From an optimization exercise on the open Yosys and OpenROAD flow, aimed at small area and a short achievable clock period; shortcuts taken in it are not production practice.
Where RTL was checked, it was by simulation tests only, not by an equivalence proof against the original.
Power is estimated from default activity; no workload was simulated.

Design fpadd_pipelined, start of the top module:
module fpadd_pipelined (input clk,
                        input reset,
                        input [31:0] reg_A,
                        input [31:0] reg_B,
                        output reg [31:0] out);
Size: roughly 130 flip-flops, about 9200 µm² of cells after synthesis.
clock: 6.5 ns
lec_check: 0
abc_area: 1
cap_margin: 20
core_margin: 2
core_utilization: 40
slew_margin: 20
run.sh (not shown) runs the stock make flow with config.mk's settings and CLKGATE_MAP_FILE= SYNTH_SCRIPT=/design/flow/synth_recipe.tcl, a recipe that flattens the netlist after the stock synthesis.
Next try:
--- a/flow/config.mk
+++ b/flow/config.mk
@@ -7,3 +7,2 @@
 export LEC_CHECK = 0
-export ABC_AREA = 1
 export CAP_MARGIN = 20
Outcome:
- synthesized cell count goes down by 24%
- clock skew went up by 0.0030 ns
- clock-buffer cell count decreases by 1
- final cell count goes down by 16%
- setup slack loses 0.16 ns
- total power went down by 4.3%
- maximum frequency is lower by 2.9%
- final area came out higher by 3.3%
- wire length came out lower by 2.2%
Next try:
--- a/flow/config.mk
+++ b/flow/config.mk
@@ -7,2 +7,3 @@
 export LEC_CHECK = 0
+export ABC_CLOCK_PERIOD_IN_PS = 3500
 export CAP_MARGIN = 20
@@ -10,2 +11,3 @@
 export CORE_UTILIZATION = 40
+export SETUP_SLACK_MARGIN = 2.5
 export SLEW_MARGIN = 20
Design area rose by 7.3%.
Setup slack is better by 0.92 ns.
Register-to-register slack is better by 0.92 ns.
Total power rose by 7.4%.
No run of this note included a check of the RTL's function; only the layout flow was run.

* * *

== cedar ==
The RTL this note starts from:
==> flow/design.v <==
module fp_normalizer (
  input  [24:0] mantissa_temp,
  input  [7:0]  exp,
  output [23:0] coarse_mantissa,
  output        fine_shift,
  output [7:0]  normalized_exp
);
  reg [4:0] zero_count;
  integer i;
  always @(*) begin
    zero_count = 5'd0;
    for (i = 0; i < 25; i = i + 1)
      if (mantissa_temp[i]) zero_count = 5'd24 - i;
  end
  wire [24:0] shifted = mantissa_temp << {zero_count[4:1], 1'b0};
  assign coarse_mantissa = shifted[23:0];
  assign fine_shift = zero_count[0];
  assign normalized_exp = exp + 8'd1 - {3'b0, zero_count};
endmodule
module fpadd_pipelined (input clk,
                        input reset,
                        input [31:0] reg_A,
                        input [31:0] reg_B,
                        output [31:0] out);
  localparam FINE = 3;
  wire a_ge_b = reg_A[30:0] >= reg_B[30:0];
  wire [7:0] ea = reg_A[30:23];
  wire [7:0] eb = reg_B[30:23];
  wire [8:0] dab = {1'b0, ea} - {1'b0, eb};
  wire [7:0] dba = eb - ea;
  wire [7:0] d = dab[8] ? dba : dab[7:0];
  wire [4:0] s = d[4:0] | {5{|d[7:5]}};
  wire [22:0] fmn = a_ge_b ? reg_B[22:0] : reg_A[22:0];
  wire [23:0] m0 = {1'b1, fmn} >> {s[4:FINE], {FINE{1'b0}}};
  reg        s0_sign, s0_sub, s0_valid;
  reg [7:0]  s0_exp;
  reg [22:0] s0_fmx;
  reg [23:0] s0_m;
  reg [FINE-1:0] s0_shift;
  always @(posedge clk or posedge reset)
    if (reset) s0_valid <= 1'b0;
    else       s0_valid <= 1'b1;
  always @(posedge clk) begin
    s0_sign  <= a_ge_b ? reg_A[31] : reg_B[31];
    s0_sub   <= reg_A[31] ^ reg_B[31];
    s0_exp   <= a_ge_b ? ea : eb;
    s0_fmx   <= a_ge_b ? reg_A[22:0] : reg_B[22:0];
    s0_m     <= m0;
    s0_shift <= s[FINE-1:0];
  end
  wire [23:0] m = s0_m >> s0_shift;
  wire [25:0] sum = {2'b01, s0_fmx, 1'b1} + {s0_sub, m ^ {24{s0_sub}}, s0_sub};
  wire [24:0] t = sum[25:1];
  reg        s1_sign, s1_valid;
  reg [7:0]  s1_exp;
  reg [24:0] s1_t;
  always @(posedge clk or posedge reset)
    if (reset) s1_valid <= 1'b0;
    else       s1_valid <= s0_valid;
  always @(posedge clk) begin
    s1_sign <= s0_sign;
    s1_exp  <= s0_exp;
    s1_t    <= t;
  end
  wire [23:0] coarse;
  wire        fine;
  wire [7:0]  nexp;
  fp_normalizer fp_normalizer(.mantissa_temp(s1_t),
                              .exp(s1_exp),
                              .coarse_mantissa(coarse),
                              .fine_shift(fine),
                              .normalized_exp(nexp));
  wire low_zero = ~|s1_t[23:0];
  wire res_zero = low_zero & (~s1_t[24] | (~s1_sign & ~|s1_exp));
  wire se_zero  = ~s1_valid | res_zero;
  reg        r2_sign, r2_fine;
  reg [7:0]  r2_exp;
  reg [23:0] r2_man;
  always @(posedge clk or posedge reset)
    if (reset) begin
      r2_sign <= 1'b0;
      r2_exp  <= 8'b0;
      r2_man  <= 24'b0;
      r2_fine <= 1'b0;
    end else begin
      r2_sign <= se_zero ? 1'b0 : s1_sign;
      r2_exp  <= se_zero ? 8'b0 : nexp;
      r2_man  <= s1_valid ? coarse : 24'b0;
      r2_fine <= fine;
    end
  wire [22:0] frac = r2_fine ? r2_man[22:0] : r2_man[23:1];
  assign out = {r2_sign, r2_exp, frac};
endmodule
==> flow/config.mk <==
export PLATFORM = sky130hd
export DESIGN_NAME = fpadd_pipelined
export DESIGN_NICKNAME = fpadd_pipelined
export VERILOG_FILES = /design/flow/design.v
export SDC_FILE = /design/flow/constraint.sdc
export NUM_CORES = 4
export LEC_CHECK = 0
export ABC_AREA = 1
export CAP_MARGIN = 20
export CORE_MARGIN = 2
export CORE_UTILIZATION = 40
export SETUP_SLACK_MARGIN = 3.0
export SLEW_MARGIN = 20
==> flow/constraint.sdc <==
create_clock -name core_clock -period 6.5 [get_ports {clk}]
set_input_delay 1.3000 -clock core_clock [delete_from_list [all_inputs] [get_ports {clk}]]
set_output_delay 1.3000 -clock core_clock [all_outputs]
set_load 0.01 [all_outputs]
standard.sh (not shown) runs the stock make flow with config.mk's settings and CLKGATE_MAP_FILE= SYNTH_SCRIPT=/design/flow/synth_recipe.tcl, a recipe that flattens the netlist after the stock synthesis.
==> flow/flow/run.sh <==
#!/bin/bash
# Standard layout (standard.sh) with the smallest buffer on the ports and
# no CTS dummy loads.
bash standard.sh \
  "BUFFER_PORTS_ARGS=-buffer_cell sky130_fd_sc_hd__buf_1" \
  "CTS_ARGS=-sink_clustering_enable -repair_clock_nets -dont_use_dummy_load " \
  finish > standard.log 2>&1
Every stage of the flow completed for cedar, and the final layout passed the timing, design-rule and antenna checks.
Input-level comparison between raven and cedar:
--- a/flow/flow/run.sh
+++ b/flow/flow/run.sh
@@ -4,4 +4,4 @@
 bash standard.sh \
   "BUFFER_PORTS_ARGS=-buffer_cell sky130_fd_sc_hd__buf_1" \
-  "CTS_ARGS=-sink_clustering_enable -repair_clock_nets -dont_use_dummy_load " \
+  "CTS_ARGS=-sink_clustering_enable -repair_clock_nets -dont_use_dummy_load -buf_list sky130_fd_sc_hd__clkbuf_8" \
   finish > standard.log 2>&1
--- outcome ---
Combinational power: raven vs cedar — no meaningful difference. raven finished end to end and its layout was clean on timing, DRC and antenna. Changes observed in raven relative to cedar: register share of the cell area saw an increase, share of the clock period used by the worst path higher, number of fill cells increased 22, final routed wirelength across all metal layers decreased by about 0.9% relative to the old numbers. As far as detailed-route wire length on metal 1 is concerned, cedar and raven perform about the same. In the metrics for raven and cedar, the one carrying the lower fmax is raven. raven vs cedar: via count down. raven leaves less setup margin than cedar.
The inputs of ember differ from those of raven as listed below.
==> flow/flow/run.sh <==
#!/bin/bash
# Standard layout (standard.sh) with the smallest buffer on the ports and
# no CTS dummy loads.
bash standard.sh \
  "BUFFER_PORTS_ARGS=-buffer_cell sky130_fd_sc_hd__buf_1" \
  "CTS_ARGS=-sink_clustering_enable -repair_clock_nets -dont_use_dummy_load -buf_list sky130_fd_sc_hd__clkbuf_4 -sink_clustering_size 10 -sink_clustering_max_diameter 40" \
  finish > standard.log 2>&1
Findings:
Compared with raven, ember degrades flop-to-flop setup slack. Row finished layout cell area: ember lower / raven higher. Compared with raven, ember improves worst hold slack. Between raven and ember, the maximum achievable frequency does not differ in any meaningful way.
Inputs modified between ember and xenon:
--- a/flow/config.mk
+++ b/flow/config.mk
@@ -9,5 +9,5 @@
 export CAP_MARGIN = 20
 export CORE_MARGIN = 2
-export CORE_UTILIZATION = 40
+export CORE_UTILIZATION = 60
 export SETUP_SLACK_MARGIN = 3.0
 export SLEW_MARGIN = 20
Notes after the runs:
sky130_fd_sc_hd__ha_1 as the cell at the slowest stage of the critical path was reported by xenon, and sky130_fd_sc_hd__fa_2 by ember. Against ember, met2 layer wire length in the routed design in xenon fell by a few percent. Lower met1 track demand over resource was reported by ember, not xenon. Area enclosed by the die boundary: lower on xenon. xenon ends up with a transition time of the tightest slew-check pin that is 0.18 ns higher than in ember.

-- afterwards: timing with drivers on the ports --
The flow's constraints put no driver on any port. The routed layouts listed below were extracted and timed again, unchanged, in two steps.
Step 1: set_driving_cell puts a clkbuf_16 on clk and a buf_2 on each other input, an assumption about the parent block.
Step 2 moves the port delays by t, midway between the first and last clock arrival at a register: inputs arrive t later, outputs are due t later. That takes back most of the time a late clock gives input paths.
a / b / c = ideal / step 1 / step 2; a / b = the first two.
run	t, ns	setup WS [ns]	latest minus earliest clock arrival (ns)	worst data-port slew with drivers (ns)	cell pins on the clock port's net
the first run of note 1	0.461	1.161 / 1.161 / 1.161	0.012 / 0.012	0.04	1
the second run of note 1	0.463	1.001 / 1.001 / 1.001	0.015 / 0.015	0.04	1
the third run of note 1	0.467	1.923 / 1.923 / 1.923	0.013 / 0.013	0.04	1
cedar	0.450	3.127 / 3.145 / 2.695	0.020 / 0.021	0.04	1
raven	0.468	3.108 / 3.114 / 2.646	0.025 / 0.025	0.04	1
ember	0.558	3.105 / 3.116 / 2.558	0.040 / 0.041	0.04	1
xenon	0.556	3.077 / 3.091 / 2.535	0.043 / 0.042	0.04	1
After both steps every run listed still meets setup and hold. The setup slack of ember, which loses most, moves by +0.011 ns with the drivers and by -0.547 ns with both steps.
